Source: an optimization exercise on an open RTL-to-GDS flow (aim: a short achievable clock period and few clock cycles). Production flows keep margins and buffers that such runs may drop. The RTL was checked by simulation tests, not by an equivalence proof against the original design. No activity file was given, so power comes from the tool's default toggle rates.

==> design/flow/constraint.sdc <==
create_clock -name core_clock -period 11.0 [get_ports {clk}]
set_input_delay 2.2000 -clock core_clock [delete_from_list [all_inputs] [get_ports {clk}]]
set_output_delay 2.2000 -clock core_clock [all_outputs]
set_load 0.01 [all_outputs]
==> design/flow/standard.sh <==
#!/bin/bash
# synth_recipe.tcl (not shown) runs the flow's synth.tcl, then flattens the netlist and writes it again
# the make line also repeats each setting of config.mk as NAME=value (left out here)
make -C /OpenROAD-flow-scripts/flow DESIGN_CONFIG=/design/flow/config.mk WORK_HOME=/design/flow/orfs CLKGATE_MAP_FILE= SYNTH_SCRIPT=/design/flow/synth_recipe.tcl "${@:-finish}"
==> design/flow/design.v <==
module processor(
    input clk,
    input rst,
    output [31:0] imem_addr,
    input [31:0] imem_rdata,
    output [31:0] dmem_addr,
    output [31:0] dmem_wdata,
    output dmem_we,
    input [31:0] dmem_rdata,
    output rf_we,
    output [4:0] rf_waddr,
    output [31:0] rf_wdata
);
    reg [31:0] pcF;
    reg [15:0] btb_v;
    reg [25:0] btb_tag [0:15];
    reg [29:0] btb_tgt [0:15];
    reg [1:0]  btb_ctr [0:15];
    reg [15:0] btb_short;    
    reg        upd_v;
    reg [3:0]  upd_idx;
    reg [25:0] upd_tag;
    reg [29:0] upd_tgt;
    reg [1:0]  upd_ctr;
    reg        upd_short;
    reg        validD;
    reg [31:0] instrD;
    reg [31:0] oh1D, oh2D;
    reg [31:0] pcD;
    reg        predD, hitD;
    reg [1:0]  ctrD;
    reg [31:0] opA, opB, addrE, sdE;
    reg        fA, fB;
    reg        weE, ldE, stE, brE, jalE, jalrE, redirE;
    reg        brLtE, brInvE, brUpdE, shortE, noRedir;
    reg        o_add, o_sub, o_and, o_or, o_xor, o_slt, o_sltu, o_passB, o_link;
    reg [4:0]  rdE;
    reg [31:0] pc4E, altE;
    reg [29:0] tgtE;
    reg [29:0] pcE;
    reg        predE, hitE;
    reg [1:0]  ctrE;
    reg [31:0] ResW;
    reg        weW;
    reg [4:0]  rdW;
    reg [31:0] rf [0:31];
    reg [31:0] rf_ok;
    wire [31:0] A = fA ? ResW : opA;
    wire [31:0] B = fB ? ResW : opB;
    wire [31:0] sum  = A + B;
    wire [31:0] diff = A - B;
    wire eq   = (A == B);
    wire lt31 = A[30:0] < B[30:0];
    wire ltS  = (A[31] ^ B[31]) ? A[31] : lt31;
    wire ltU  = (A[31] ^ B[31]) ? B[31] : lt31;
    wire [31:0] aluE =
          ({32{o_add}}   & sum)
        | ({32{o_sub}}   & diff)
        | ({32{o_and}}   & (A & B))
        | ({32{o_or}}    & (A | B))
        | ({32{o_xor}}   & (A ^ B))
        | ({32{o_slt}}   & {31'b0, ltS})
        | ({32{o_sltu}}  & {31'b0, ltU})
        | ({32{o_passB}} & B)
        | ({32{o_link}}  & pc4E);
    wire [31:0] resE = ldE ? dmem_rdata : aluE;
    wire condE = brLtE ? ltS : eq;
    wire mispE    = brE & (condE ^ brInvE);
    wire redirect = redirE | mispE;
    wire redirPCsel = redirE | (mispE & ~(noRedir & ~predD));
    wire [31:0] redirPC = jalrE ? {sum[31:1], 1'b0} : altE;
    wire [3:0]  bi     = pcF[5:2];
    wire        btbHit = btb_v[bi] & (btb_tag[bi] == pcF[31:6]);
    wire [1:0]  btbCtr = btb_ctr[bi];
    wire        predF  = btbHit & btbCtr[1] & (~btb_short[bi] | btbCtr[0]);
    wire [31:0] pc4F   = pcF + 32'd4;
    wire [31:0] predPC = predF ? {btb_tgt[bi], 2'b00} : pc4F;
    assign imem_addr = pcF;
    wire [6:0] opc = instrD[6:0];
    wire [2:0] f3  = instrD[14:12];
    wire [4:0] rs1 = instrD[19:15];
    wire [4:0] rs2 = instrD[24:20];
    wire [4:0] rd  = instrD[11:7];
    wire isR    = opc[6:2] == 5'b01100;
    wire isI    = opc[6:2] == 5'b00100;
    wire isLd   = opc[6:2] == 5'b00000;
    wire isSt   = opc[6:2] == 5'b01000;
    wire isBr   = opc[6:2] == 5'b11000;
    wire isJal  = opc[6:2] == 5'b11011;
    wire isJalr = opc[6:2] == 5'b11001;
    wire isLui  = opc[6:2] == 5'b01101;
    wire regW  = isR | isI | isLd | isJal | isJalr | isLui;
    wire weD   = regW & (rd != 5'd0);
    wire use1  = isR | isI | isBr | isJalr;    
    wire use2  = isR | isBr;                   
    wire mem   = isLd | isSt;
    wire [31:0] immI = {{20{instrD[31]}}, instrD[31:20]};
    wire [31:0] immS = {{20{instrD[31]}}, instrD[31:25], instrD[11:7]};
    wire [31:0] immB = {{20{instrD[31]}}, instrD[7], instrD[30:25], instrD[11:8], 1'b0};
    wire [31:0] immJ = {{12{instrD[31]}}, instrD[19:12], instrD[20], instrD[30:21], 1'b0};
    wire [31:0] immU = {instrD[31:12], 12'b0};
    wire [31:0] immD = isLui ? immU : immI;
    wire [31:0] tgtD = pcD + (isJal ? immJ : immB);
    wire [31:0] pc4D = pcD + 32'd4;
    wire [31:0] sel1 = oh1D & rf_ok;
    wire [31:0] sel2 = oh2D & rf_ok;
    reg  [31:0] rf1, rf2;
    integer k;
    always @(*) begin
        rf1 = 32'd0;
        rf2 = 32'd0;
        for (k = 1; k < 32; k = k + 1) begin
            rf1 = rf1 | ({32{sel1[k]}} & rf[k]);
            rf2 = rf2 | ({32{sel2[k]}} & rf[k]);
        end
    end
    wire [31:0] r1 = (weW && rdW == rs1) ? ResW : rf1;
    wire [31:0] r2 = (weW && rdW == rs2) ? ResW : rf2;
    wire [31:0] addrD = r1 + (isSt ? immS : immI);
    wire m1E = weE && rdE == rs1;
    wire m2E = weE && rdE == rs2;
    wire off0 = isSt ? (immS == 32'd0) : (immI == 32'd0);
    wire agi = validD & mem & m1E & ~off0;
    wire goE = validD & ~redirect & ~agi;
    wire aluRI = isR | isI;
    wire subR  = isR & instrD[30];
    wire d_add  = aluRI & f3 == 3'b000 & ~subR;
    wire d_sub  = aluRI & f3 == 3'b000 & subR;
    wire d_slt  = aluRI & f3 == 3'b010;
    wire d_sltu = aluRI & f3 == 3'b011;
    wire d_xor  = aluRI & f3 == 3'b100;
    wire d_or   = aluRI & f3 == 3'b110;
    wire d_and  = aluRI & f3 == 3'b111;
    wire jalNoPred = isJal & ~predD;
    wire predNonBr = predD & ~isJal & ~isBr;
    always @(posedge clk or posedge rst) begin
        if (rst) begin
            pcF    <= 32'd0;
            btb_v  <= 16'd0;
            upd_v  <= 1'b0;
            validD <= 1'b0;
            weE <= 1'b0; ldE <= 1'b0; stE <= 1'b0; brE <= 1'b0;
            jalE <= 1'b0; jalrE <= 1'b0; redirE <= 1'b0; brUpdE <= 1'b0;
            weW <= 1'b0;
            rf_ok <= 32'd0;
        end else begin
            if (redirPCsel)
                pcF <= redirPC;
            else if (!agi)
                pcF <= predPC;
            if (upd_v)
                btb_v[upd_idx] <= 1'b1;
            upd_v <= brUpdE & (hitE | condE ^ brInvE ^ predE) | (jalE & ~hitE);
            if (redirPCsel)
                validD <= 1'b0;
            else if (!agi)
                validD <= 1'b1;
            weE    <= goE & weD;
            ldE    <= goE & isLd;
            stE    <= goE & isSt;
            brE    <= goE & isBr;
            jalE   <= goE & isJal;
            jalrE  <= goE & isJalr;
            redirE <= goE & (isJalr | jalNoPred | predNonBr);
            brUpdE <= goE & (isBr | isJal);
            weW <= weE;
            if (weW)
                rf_ok[rdW] <= 1'b1;
        end
    end
    always @(posedge clk) begin
        if (upd_v) begin
            btb_tag[upd_idx] <= upd_tag;
            btb_tgt[upd_idx] <= upd_tgt;
            btb_ctr[upd_idx] <= upd_ctr;
            btb_short[upd_idx] <= upd_short;
        end
        upd_idx <= pcE[3:0];
        upd_tag <= pcE[29:4];
        upd_tgt <= tgtE;
        upd_short <= shortE;
        if (jalE)
            upd_ctr <= hitE ? ((ctrE == 2'b11) ? 2'b11 : ctrE + 2'b01) : 2'b11;
        else if (condE ^ brInvE ^ predE)
            upd_ctr <= hitE ? ((ctrE == 2'b11) ? 2'b11 : ctrE + 2'b01) : 2'b11;
        else
            upd_ctr <= (ctrE == 2'b00) ? 2'b00 : ctrE - 2'b01;
        if (!agi) begin
            instrD <= imem_rdata;
            oh1D   <= 32'd1 << imem_rdata[19:15];
            oh2D   <= 32'd1 << imem_rdata[24:20];
            pcD    <= pcF;
            predD  <= predF;
            hitD   <= btbHit;
            ctrD   <= btbCtr;
        end
        opA   <= r1;
        opB   <= use2 ? r2 : immD;
        addrE <= m1E ? resE : addrD;
        sdE   <= m2E ? resE : r2;
        fA    <= use1 & m1E;
        fB    <= use2 & m2E;
        o_add   <= d_add;
        o_sub   <= d_sub;
        o_and   <= d_and;
        o_or    <= d_or;
        o_xor   <= d_xor;
        o_slt   <= d_slt;
        o_sltu  <= d_sltu;
        o_passB <= isLui;
        o_link  <= isJal | isJalr;
        brLtE  <= f3[2];
        shortE  <= isBr & (immB == 32'd8);
        noRedir <= isBr & (immB == 32'd8) & ~predD;
        brInvE <= f3[0] ^ predD;
        rdE    <= rd;
        pc4E   <= pc4D;
        altE   <= ((isBr | isJal) & ~predD) ? tgtD : pc4D;
        tgtE   <= tgtD[31:2];
        pcE    <= pcD[31:2];
        predE  <= predD;
        hitE   <= hitD;
        ctrE   <= ctrD;
        ResW <= resE;
        rdW  <= rdE;
        if (weW)
            rf[rdW] <= ResW;
    end
    assign dmem_addr  = addrE;
    assign dmem_wdata = sdE;
    assign dmem_we    = stE;
    assign rf_we      = weW;
    assign rf_waddr   = rdW;
    assign rf_wdata   = ResW;
endmodule
==> design/flow/flow/run.sh <==
#!/bin/bash
# The standard layout, with the timing repair steps aiming for setup slack
# of MARGIN ns at the design's clock period (the SDC is unchanged).
set -euo pipefail
MARGIN=7
bash standard.sh SETUP_SLACK_MARGIN=$MARGIN finish > standard_make.log 2>&1
==> design/flow/config.mk <==
export PLATFORM = sky130hd
export DESIGN_NAME = processor
export DESIGN_NICKNAME = processor
export VERILOG_FILES = /design/flow/design.v
export SDC_FILE = /design/flow/constraint.sdc
export NUM_CORES = 4
export LEC_CHECK = 0
export ABC_CLOCK_PERIOD_IN_PS = 3000
export CAP_MARGIN = 20
export CORE_MARGIN = 2
export CORE_UTILIZATION = 40
export PLACE_DENSITY = 0.6
export SLEW_MARGIN = 20
==> results.txt <==
==> power by group <==
part | internal [mW] | switching, mW | leakage, nW
sequential | 11.6 | 1.04 | 23.3
clock | 5.49 | 3.88 | 4.40
combinational | 2.77 | 3.89 | 18.3
==> worst paths after layout <==
kind	end	slack (ns)	depth (start not counted)
max in group asynchronous	pcF[24]	7.62	4
hold reg to reg	upd_tag[7]	0.30	0
min in group asynchronous	btb_v[2]	1.68	2
hold / removal	upd_tag[7]	0.30	0
setup / recovery	pcF[15]	6.21	24
setup reg to reg	pcF[15]	6.21	24
==> stage by stage <==
stage / instances / hold WS [ns] / worst slack (ns) / util (%)
2_1_floorplan: 7203 / 0.310 / 6.54 / -
5_1_grt: 11642 / 0.312 / 6.05 / 49.9
3_5_place_dp: 10656 / 0.312 / 4.72 / 42.8
4_1_cts: 11527 / 0.297 / 6.23 / 49.1
6_report: 11662 / 0.303 / 6.21 / 49.9
3_3_place_gp: 10654 / 0.312 / 4.76 / 42.8
==> registers in the layout (all words and copies together) (netlist names), 16 cells and up <==
name	cells
oh1D	31
rf	992
opA	32
upd_tgt	30
btb_tgt	480
pcE	30
altE	32
upd_tag	26
ResW	32
addrE	32
btb_ctr	32
oh2D	31
btb_tag	416
rf_ok	31
pcD	32
btb_v	16
tgtE	30
pcF	32
instrD	30
btb_short	16
pc4E	31
opB	32
sdE	32
==> placed cells by master, fill, tap and decap left out, types with 62 or more instances in the layout <==
| cell | netlist | layout |
|---|---|---|
| nand4_1 | 107 | 107 |
| ha_1 | 167 | 106 |
| nand2_1 | 239 | 232 |
| buf_12 | 0 | 104 |
| dlygate4sd2_1 | 0 | 94 |
| o21ai_0 | 174 | 132 |
| buf_4 | 14 | 453 |
| mux4_2 | 252 | 252 |
| a22oi_1 | 425 | 419 |
| clkdlybuf4s50_1 | 0 | 64 |
| nand3_1 | 187 | 176 |
| a21oi_1 | 192 | 133 |
| a221oi_1 | 280 | 242 |
| edfxtp_1 | 2064 | 2064 |
| mux2i_1 | 147 | 115 |
| nor2_1 | 354 | 308 |
| nor3_1 | 148 | 102 |
| o21bai_1 | 77 | 74 |
| clkbuf_16 | 0 | 301 |
| inv_1 | 192 | 173 |
| a22o_1 | 273 | 273 |
| dfrtp_1 | 90 | 62 |
| xnor2_1 | 116 | 103 |
| mux2_2 | 93 | 85 |
| dfxtp_1 | 375 | 332 |
| a222oi_1 | 69 | 69 |
==> worst max-delay path, stage by stage, from the launching register on <==
cell,delay [ns]
dfxtp_4,0.37
buf_12,0.13
buf_16,0.14
mux2_2,0.26
inv_1,0.06
ha_1,0.23
a21oi_2,0.17
o31ai_2,0.10
a221oi_2,0.33
nand2_2,0.14
a211oi_4,0.31
o21bai_2,0.11
a21oi_2,0.13
o21ai_1,0.08
a221o_1,0.39
fa_2,0.37
inv_2,0.10
a32oi_4,0.08
xnor2_2,0.28
a31oi_4,0.12
buf_12,0.16
buf_8,0.13
clkbuf_16,0.18
a211oi_4,0.17
a21oi_1,0.06
==> cell usage after synthesis, types with 9 or more instances <==
| master | count |
|---|---|
| a21oi_1 | 192 |
| nand2b_1 | 33 |
| dfxtp_1 | 375 |
| mux4_2 | 252 |
| clkbuf_1 | 372 |
| nor3_1 | 148 |
| nor2_1 | 354 |
| xnor2_1 | 116 |
| o21a_1 | 31 |
| o22ai_1 | 34 |
| or2_2 | 9 |
| dfrtp_1 | 90 |
| buf_4 | 14 |
| a31oi_1 | 74 |
| o221ai_1 | 13 |
| a221o_1 | 27 |
| a22oi_1 | 425 |
| and2_1 | 69 |
| o21bai_1 | 77 |
| a2111oi_0 | 17 |
| o21ai_0 | 174 |
| nor2b_1 | 19 |
| nand4_1 | 107 |
| or3_1 | 18 |
| o2111ai_1 | 12 |
| xor2_1 | 59 |
| a222oi_1 | 69 |
| o211ai_1 | 13 |
| nor4_1 | 21 |
| mux2_2 | 93 |
| inv_1 | 192 |
| nand3b_1 | 9 |
| a211oi_1 | 35 |
| nand3_1 | 187 |
| nand2_1 | 239 |
| a221oi_1 | 280 |
| ha_1 | 167 |
| a21o_1 | 59 |
| buf_1 | 64 |
| mux2i_1 | 147 |
| buf_2 | 30 |
| and3_1 | 24 |
| a22o_1 | 273 |
| edfxtp_1 | 2064 |
==> kinds of logic after synthesis <==
| kind of cell | Yosys count | synth area share (%) |
|---|---|---|
| mux | 493 | 7.69 |
| xor+xnor | 175 | 1.44 |
| fa+ha+maj | 173 | 2.07 |
| compound gates | 1888 | 13.3 |
| buf+inv | 682 | 2.53 |
| simple gates | 1263 | 5.68 |
| flops | 2529 | 67.3 |
==> routing by layer <==
metal	wire (um)	GRT usage [%]	up-vias
li1	-	-	30416
met1	155000	39.1	39523
met2	196000	48.3	7397
met3	68200	13.7	2327
met4	44800	23.9	62
met5	1400	2.60	-
==> layout make-up <==
cell class	instances	area, um^2	area share, %
Antenna cell	31	77.6	0.0586
Sequential cell	2529	71900	54.4
Timing Repair Buffer	884	9890	7.47
Multi-Input combinational cell	3993	36200	27.3
Inverter	196	757	0.572
Clock buffer	373	7850	5.93
Clock inverter	123	1200	0.904
Tap cell	3533	4420	3.34
==> what timing repair did <==
item                                    in CTS  in global routing
endpoints found under the setup margin     386                247
gates resized for setup                   1036                223
setup buffers                              341                 97
cloned                                      34                  7
endpoints found under the hold margin        0                  0
hold buffers                                 0                  0
pin swaps                                  147                140
==> impl_metrics.toml <==
[yosys]
yosys.area.top_type = "edfxtp_1"
netlist.area_leader.share_pct = 58.1
ys_ff_latch = 2529
synth_cell_types = 81
syn-num-nets = 7442
syn_inst = 7203
syn_area_um2 = 107000
synth_ff_type = "edfxtp_1"
ys_warn_count = 1
synth.area.top_cells = "edfxtp_1, dfxtp_1, mux4_2"
async_flop_share_pct = 3.56
synth-edff-count = 2064
avgSynthCellArea_um2 = 14.8
yosysSeqAreaShare_pct = 67.3

[outcome]
outcome = "complete, no violations"

[global_route]
grt_pass1_wl_um = 619000
grt_pass1_vias = 75558
grt_overflow = 0
grt_util_all_layers_pct = 33.1
antenna_found_initial = 45
grt_start_max_net_pins = 109

[clock_network]
clk_path_buf_depth = 4
cts-root-buf = "clkbuf_16"
cts_buffers = 287
htree_levels = 5
insertion_delay_ns = 0.96
clkTransAtPathRegs_ns = 0.06
cts_num_sinks = 2529
cts_tree = "built"

[sta]
setup_viol = 0
post-route-period-util_pct = 43.6
slew_violations = 0
setup-tns-final_ns = 0
worstMarginPinSlew_ns = 1.37
rsz0062_at_grt = "true"
finalCriticalPeriod_ns = 4.79
relSlewSlack_pct = 8.29
hold_violations = 0
skew_ns = 0.0903
fmax_mhz = 209

[power]
total_power_mw = 28.7
power.density_nw_per_um2 = 217
ir_drop_v = 0.000183
power.leakage_nw = 46.1

[cells_and_area]
nets = 8130
final_area_um2 = 132000
drive_gt1_share_pct = 26.1
fill_cells = 21965
area_delta_synth_final_pct = 24.0

[route]
drc = 0
firstDrtPassIters = 12
vias = 79725
detail_route.vias_per_cell = 6.84
wirelength_um = 466000
ant_nets = 0
routedWlPerCell_um = 39.9
first_iter_violations = 15169

[worst_setup_path]
cp.arrival_ns = 5.59
crit_path_start = "fB"
cp_max_fo = 8
crit_path_start_kind = "flip-flop"
critical_path_class = "reg -> reg"
r2r-start = "fB"
cp_data_required_time_ns = 11.80
endpoint_kind = "flip-flop"

[floorplanning]
core-area_um2 = 265000
io_pins = 201
die_area_um2 = 271000
chipHeight_um = 520
fp.dieW_um = 520
row_count = 189
start_util_pct = 40.2

[worst_hold_path]
min_from = "pcE[11]"
min_path_type = "reg -> reg"

[placement]
io_buffers = 198
place_hpwl_um = 255000
placed_cell_area_um2 = 114000
gp_congestion = 0.960

[run]
maxCapViolations = 0
Testbench counts, summed over its fixed seeds: cycles 41,240.

port drivers added, routing unchanged:
No port has a modelled driver above. Below, the same layout with a new extraction and two added sets of constraints. Step 1, drivers: a clkbuf_16 drives clk and a buf_2 each remaining input, both assumed. Step 2 adds t to the input delays and takes it off the output delays; t is the mean of the earliest and latest rising clock arrival at the registers after step 1. Input paths then give back, and output paths get back, about the clock's delay inside the block. a / b / c = ideal ports / drivers / drivers and shift; a / b = the first two.
shift t [ns]: 1.035
setup slack, ns: 6.207 / 6.207 / 6.207
worst setup path at the end: register to register
cell pins on the clock port's net: 1
After both steps setup and hold are still met in this run. For this run, drivers alone change the setup slack by 0.000 ns; drivers and shift together by 0.000 ns.
